This is an optimization exercise on Yosys and OpenROAD, whose aim is small area and a short achievable clock period, not a production implementation. The flow treats the clock pin as an ideal source. Dropping or thinning the clock tree relies on that and would not hold on a real chip. Power is estimated from default activity; no workload was simulated.

== JK ==
==> flow/design.v (excerpt) <==
module FP_Adder
	#(
		parameter FP_SIZE = 32,
		parameter FRAC_SIZE = 23,
		parameter EXP_SIZE = 8
	)
	(
		input clk,
		input rst,
		input enable,
		input[FP_SIZE-1:0]  N1,
		input[FP_SIZE-1:0]  N2,
		input wire valid,
		output reg[FP_SIZE-1:0] result
	);
For scale: roughly 1,300 cells after synthesis, ~190 flip-flops, roughly 12,000 um2 of cells after synthesis.
==> module fp_adder_stage2, before the edit <==
module fp_adder_stage2
	(
		input  wire [23:0] sig_a,
		input  wire [23:0] sig_b_sh,
		input  wire        sign_a,
		input  wire        sub,
		output wire [24:0] mag,
		output wire        sign
	);
	wire [23:0] b = sig_b_sh ^ {24{sub}};
	wire [23:0] g0 = sig_a & b;
	wire [23:0] p0 = sig_a ^ b;
	wire [24*6-1:0] g;
	wire [24*6-1:0] p;
	assign g[23:0] = g0;
	assign p[23:0] = p0;
	genvar k, i;
	generate
		for (k = 0; k < 5; k = k + 1) begin : lvl
			for (i = 0; i < 24; i = i + 1) begin : bt
				if ((i >> k) & 1) begin : node
					localparam integer J = ((i >> k) << k) - 1;
					assign g[24*(k+1)+i] = g[24*k+i] | (p[24*k+i] & g[24*k+J]);
					assign p[24*(k+1)+i] = p[24*k+i] & p[24*k+J];
				end else begin : pass
					assign g[24*(k+1)+i] = g[24*k+i];
					assign p[24*(k+1)+i] = p[24*k+i];
				end
			end
		end
	endgenerate
	wire [23:0] G = g[24*5 +: 24];
	wire [23:0] P = p[24*5 +: 24];
	wire cout   = G[23];
	wire force_ = sub & ~|sig_b_sh & sig_a[23];
	wire cin    = sub & cout & ~force_;
	wire [23:0] c0 = {G[22:0], 1'b0};
	wire [23:0] c1 = {G[22:0] | P[22:0], 1'b1};
	wire [23:0] cx = cin ? c1 : (c0 ^ {24{sub}});
	wire [23:0] mg = p0 ^ cx;
	assign mag  = {~sub & cout, mg};
	assign sign = sign_a ^ (sub & ~cout);
endmodule
==> module fp_adder_stage3, before the edit <==
module fp_adder_stage3
	(
		input  wire [24:0] mag,
		input  wire        sign,
		input  wire [7:0]  exp_a1,
		input  wire        live,
		output wire [31:0] result
	);
	wire [31:0] x = {mag, 7'd0};
	wire [15:0] v0;
	wire [15:0] c0;
	wire [7:0]  v1;
	wire [15:0] c1;
	wire [3:0]  v2;
	wire [11:0] c2;
	wire [1:0]  v3;
	wire [7:0]  c3;
	genvar j;
	generate
		for (j = 0; j < 16; j = j + 1) begin : l0
			assign v0[j] = x[2*j+1] | x[2*j];
			assign c0[j] = ~x[2*j+1];
		end
		for (j = 0; j < 8; j = j + 1) begin : l1
			assign v1[j] = v0[2*j+1] | v0[2*j];
			assign c1[2*j +: 2] = v0[2*j+1] ? {1'b0, c0[2*j+1]} : {1'b1, c0[2*j]};
		end
		for (j = 0; j < 4; j = j + 1) begin : l2
			assign v2[j] = v1[2*j+1] | v1[2*j];
			assign c2[3*j +: 3] = v1[2*j+1] ? {1'b0, c1[2*(2*j+1) +: 2]} : {1'b1, c1[2*(2*j) +: 2]};
		end
		for (j = 0; j < 2; j = j + 1) begin : l3
			assign v3[j] = v2[2*j+1] | v2[2*j];
			assign c3[4*j +: 4] = v2[2*j+1] ? {1'b0, c2[3*(2*j+1) +: 3]} : {1'b1, c2[3*(2*j) +: 3]};
		end
	endgenerate
	wire       nz = v3[1] | v3[0];
	wire [4:0] lz = v3[1] ? {1'b0, c3[7:4]} : {1'b1, c3[3:0]};
	wire [24:0] n1 = lz[4] ? {mag[8:0], 16'd0} : mag;
	wire [24:0] n2 = lz[3] ? {n1[16:0], 8'd0} : n1;
	wire [24:0] n3 = lz[2] ? {n2[20:0], 4'd0} : n2;
	wire [24:0] n4 = lz[1] ? {n3[22:0], 2'd0} : n3;
	wire [24:0] n5 = lz[0] ? {n4[23:0], 1'd0} : n4;
	wire [7:0] exp_r = exp_a1 - {3'd0, lz};
	wire kill = ~nz | ~live;
	assign result = kill ? 32'd0 : {sign, exp_r, n5[23:1]};
endmodule
==> module FP_Adder, before the edit <==
module FP_Adder
	#(
		parameter FP_SIZE = 32,
		parameter FRAC_SIZE = 23,
		parameter EXP_SIZE = 8
	)
	(
		input clk,
		input rst,
		input enable,
		input[FP_SIZE-1:0]  N1,
		input[FP_SIZE-1:0]  N2,
		input wire valid,
		output reg[FP_SIZE-1:0] result
	);
	reg [31:0] r_n1;
	reg [31:0] r_n2;
	reg        r_valid;
	reg        r_en;
	always @(posedge clk) begin
		r_n1    <= N1;
		r_n2    <= N2;
		r_valid <= valid;
	end
	always @(posedge clk or posedge rst) begin
		if (rst) r_en <= 1'b0;
		else     r_en <= enable;
	end
	wire [7:0]  a_exp_d;
	wire [23:0] a_sig_d;
	wire [23:0] a_bsh_d;
	wire        a_sa_d, a_sub_d;
	fp_adder_stage1 stage_1 (
		.n1(r_n1), .n2(r_n2),
		.exp_a(a_exp_d), .sig_a(a_sig_d), .sig_b_sh(a_bsh_d),
		.sign_a(a_sa_d), .sub(a_sub_d));
	reg [7:0]  a_exp;
	reg [23:0] a_sig;
	reg [23:0] a_bsh;
	reg        a_sa, a_sub;
	reg        a_live;
	always @(posedge clk) begin
		if (r_en) begin
			a_exp <= a_exp_d;
			a_sig <= a_sig_d;
			a_bsh <= a_bsh_d;
			a_sa  <= a_sa_d;
			a_sub  <= a_sub_d;
		end
	end
	always @(posedge clk or posedge rst) begin
		if (rst)       a_live <= 1'b0;
		else if (r_en) a_live <= r_valid;
	end
	wire [24:0] b_mag_d;
	wire        b_sign_d;
	fp_adder_stage2 stage_2 (
		.sig_a(a_sig), .sig_b_sh(a_bsh), .sign_a(a_sa), .sub(a_sub),
		.mag(b_mag_d), .sign(b_sign_d));
	reg [24:0] b_mag;
	reg        b_sign;
	reg [7:0]  b_exp;       
	reg        b_live;
	always @(posedge clk) begin
		if (r_en) begin
			b_mag  <= b_mag_d;
			b_sign <= b_sign_d;
			b_exp  <= a_exp + 8'd1;
		end
	end
	always @(posedge clk or posedge rst) begin
		if (rst)       b_live <= 1'b0;
		else if (r_en) b_live <= a_live;
	end
	wire [31:0] c_result;
	fp_adder_stage3 stage3 (
		.mag(b_mag), .sign(b_sign), .exp_a1(b_exp), .live(b_live),
		.result(c_result));
	always @(posedge clk or posedge rst) begin
		if (rst)       result <= 'd0;
		else if (r_en) result <= c_result;
	end
endmodule
clock: 16.0 ns
lec_check: 0
cap_margin: 20
core_margin: 2
core_utilization: 65
slew_margin: 20
standard.sh (not shown) runs the stock make flow with config.mk's settings and CLKGATE_MAP_FILE= SYNTH_SCRIPT=/design/flow/synth_recipe.tcl, a recipe that flattens the netlist after the stock synthesis.
==> flow/flow/run.sh <==
#!/bin/bash
# Own layout flow: the standard synthesis (standard.sh synth, unchanged),
# then ORFS's standard layout steps, except that the clock tree is built by
# flow/cts.tcl (a balanced two-level tree: the clock port drives 4 buffers,
# each drives 2 leaf buffers, each leaf drives 1/8 of the flip-flops), and
# with
#  - timing repair aimed below the 16 ns clock (setup margin in margin.txt),
#  - resizing free to change cell footprints (drive strengths),
#  - plain buf_1 buffers (not delay cells) on all the ports.
# Each step's full output goes to a log file in this folder.
set -uo pipefail
HERE=$(pwd)
MARGIN=$(cat flow/margin.txt 2>/dev/null || echo 11.9)
VARS=(SETUP_SLACK_MARGIN=$MARGIN MATCH_CELL_FOOTPRINT=0
      "BUFFER_PORTS_ARGS=-buffer_cell sky130_fd_sc_hd__buf_1")
bash standard.sh synth > synth.log 2>&1 || { tail -50 synth.log; exit 1; }
bash standard.sh "${VARS[@]}" place > place.log 2>&1 || { tail -50 place.log; exit 1; }
export RESULTS_DIR=$HERE/orfs/results/sky130hd/FP_Adder/base
export PLATFORM_DIR=$FLOW_HOME/platforms/sky130hd
export LIB_FILE=$PLATFORM_DIR/lib/sky130_fd_sc_hd__tt_025C_1v80.lib
export MARGIN CTS_LEAVES=8
openroad -no_init -exit flow/cts.tcl > cts.log 2>&1 || { tail -50 cts.log; exit 1; }
cp $RESULTS_DIR/4_1_cts.odb $RESULTS_DIR/4_cts.odb
touch $RESULTS_DIR/4_cts.sdc
bash standard.sh "${VARS[@]}" finish > layout.log 2>&1 || { tail -50 layout.log; exit 1; }
tail -5 layout.log
Other scripts of this flow, unchanged in this note and not shown: flow/flow/cts.tcl, flow/flow/margin.txt
### JK -> MS
--- a/flow/design.v
+++ b/flow/design.v
@@ -52,8 +52,9 @@
 		input  wire [23:0] sig_b_sh,
 		input  wire        sign_a,
 		input  wire        sub,
 		output wire [24:0] mag,
+		output wire        inv,
 		output wire        sign
 	);
 	wire [23:0] b = sig_b_sh ^ {24{sub}};
 	wire [23:0] g0 = sig_a & b;
@@ -78,27 +79,28 @@
 		end
 	endgenerate
 	wire [23:0] G = g[24*5 +: 24];
 	wire [23:0] P = p[24*5 +: 24];
-	wire cout   = G[23];
+	wire cout  = G[23];
 	wire force_ = sub & ~|sig_b_sh & sig_a[23];
-	wire cin    = sub & cout & ~force_;
-	wire [23:0] c0 = {G[22:0], 1'b0};
-	wire [23:0] c1 = {G[22:0] | P[22:0], 1'b1};
-	wire [23:0] cx = cin ? c1 : (c0 ^ {24{sub}});
-	wire [23:0] mg = p0 ^ cx;
-	assign mag  = {~sub & cout, mg};
+	wire cin   = sub & cout & ~force_;
+	wire [23:0] c = {G[22:0], 1'b0} | ({P[22:0], 1'b1} & {24{cin}});
+	wire [23:0] s = p0 ^ c;
+	assign inv = sub & ~cin;
+	assign mag  = {~sub & cout, s};
 	assign sign = sign_a ^ (sub & ~cout);
 endmodule
 `timescale 1ns / 1ps
 module fp_adder_stage3
 	(
-		input  wire [24:0] mag,
+		input  wire [24:0] mag_x,
+		input  wire        inv,
 		input  wire        sign,
 		input  wire [7:0]  exp_a1,
 		input  wire        live,
 		output wire [31:0] result
 	);
+	wire [24:0] mag = {mag_x[24], mag_x[23:0] ^ {24{inv}}};
 	wire [31:0] x = {mag, 7'd0};
 	wire [15:0] v0;
 	wire [15:0] c0;
 	wire [7:0]  v1;
@@ -174,16 +176,16 @@
 		.n1(r_n1), .n2(r_n2),
 		.exp_a(a_exp_d), .sig_a(a_sig_d), .sig_b_sh(a_bsh_d),
 		.sign_a(a_sa_d), .sub(a_sub_d));
 	reg [7:0]  a_exp;
-	reg [23:0] a_sig;
+	reg [22:0] a_sig;       
 	reg [23:0] a_bsh;
 	reg        a_sa, a_sub;
 	reg        a_live;
 	always @(posedge clk) begin
 		if (r_en) begin
 			a_exp <= a_exp_d;
-			a_sig <= a_sig_d;
+			a_sig <= a_sig_d[22:0];
 			a_bsh <= a_bsh_d;
 			a_sa  <= a_sa_d;
 			a_sub  <= a_sub_d;
 		end
@@ -193,18 +195,21 @@
 		else if (r_en) a_live <= r_valid;
 	end
 	wire [24:0] b_mag_d;
 	wire        b_sign_d;
+	wire        b_inv_d;
 	fp_adder_stage2 stage_2 (
-		.sig_a(a_sig), .sig_b_sh(a_bsh), .sign_a(a_sa), .sub(a_sub),
-		.mag(b_mag_d), .sign(b_sign_d));
-	reg [24:0] b_mag;
+		.sig_a({|a_exp, a_sig}), .sig_b_sh(a_bsh), .sign_a(a_sa), .sub(a_sub),
+		.mag(b_mag_d), .inv(b_inv_d), .sign(b_sign_d));
+	reg [24:0] b_mag;       
+	reg        b_inv;
 	reg        b_sign;
 	reg [7:0]  b_exp;       
 	reg        b_live;
 	always @(posedge clk) begin
 		if (r_en) begin
 			b_mag  <= b_mag_d;
+			b_inv  <= b_inv_d;
 			b_sign <= b_sign_d;
 			b_exp  <= a_exp + 8'd1;
 		end
 	end
@@ -213,9 +218,9 @@
 		else if (r_en) b_live <= a_live;
 	end
 	wire [31:0] c_result;
 	fp_adder_stage3 stage3 (
-		.mag(b_mag), .sign(b_sign), .exp_a1(b_exp), .live(b_live),
+		.mag_x(b_mag), .inv(b_inv), .sign(b_sign), .exp_a1(b_exp), .live(b_live),
 		.result(c_result));
 	always @(posedge clk or posedge rst) begin
 		if (rst)       result <= 'd0;
 		else if (r_en) result <= c_result;
Results
MS: average wire per standard cell 2.8% below JK
The power in MS was higher than what JK gave.
JK has lower unique cell type count in the Yosys netlist than MS.
Compared with JK, MS shows internal portion of total power higher by about 1.1%.
Measured against each other, MS and JK differ in cell row count, the lower figure coming from JK.
Going from JK to MS, number of nets at the end of the flow picked up an extra 34, pin count of the biggest net entering global routing lower.
In the flow results for MS and JK, the total wire length is smaller on MS.
In the flow results for MS and JK, the sequential power share is smaller on MS.
Function was not checked in any run of this note: the RTL went through the layout flow alone. No run of this note takes its clock network from TritonCTS; it comes from the design's own scripts or RTL.

## afterwards: timing with drivers on the ports
Ports are ideal in the flow. The routed layouts listed here were re-timed in OpenROAD.
Step 1 sets driving cells, clkbuf_16 on the clock port and buf_2 on the other inputs (assumed; they add their load-dependent delay and slew).
Step 2, shift: input delay + t, output delay - t, t = (earliest + latest rising clock arrival at the registers) / 2. This alone moves slack from input paths to output paths.
a / b / c = no drivers / after step 1 / after step 2; a / b = the first two.
run | t, ns | setup WS [ns] | worst slew at a driven data input, ns | cell pins on the clock port's net
JK | 0.386 | 11.895 / 11.852 / 11.895 | 0.03 | 4
MS | 0.385 | 11.921 / 11.836 / 11.964 | 0.03 | 4
After both steps every run listed still meets setup and hold.
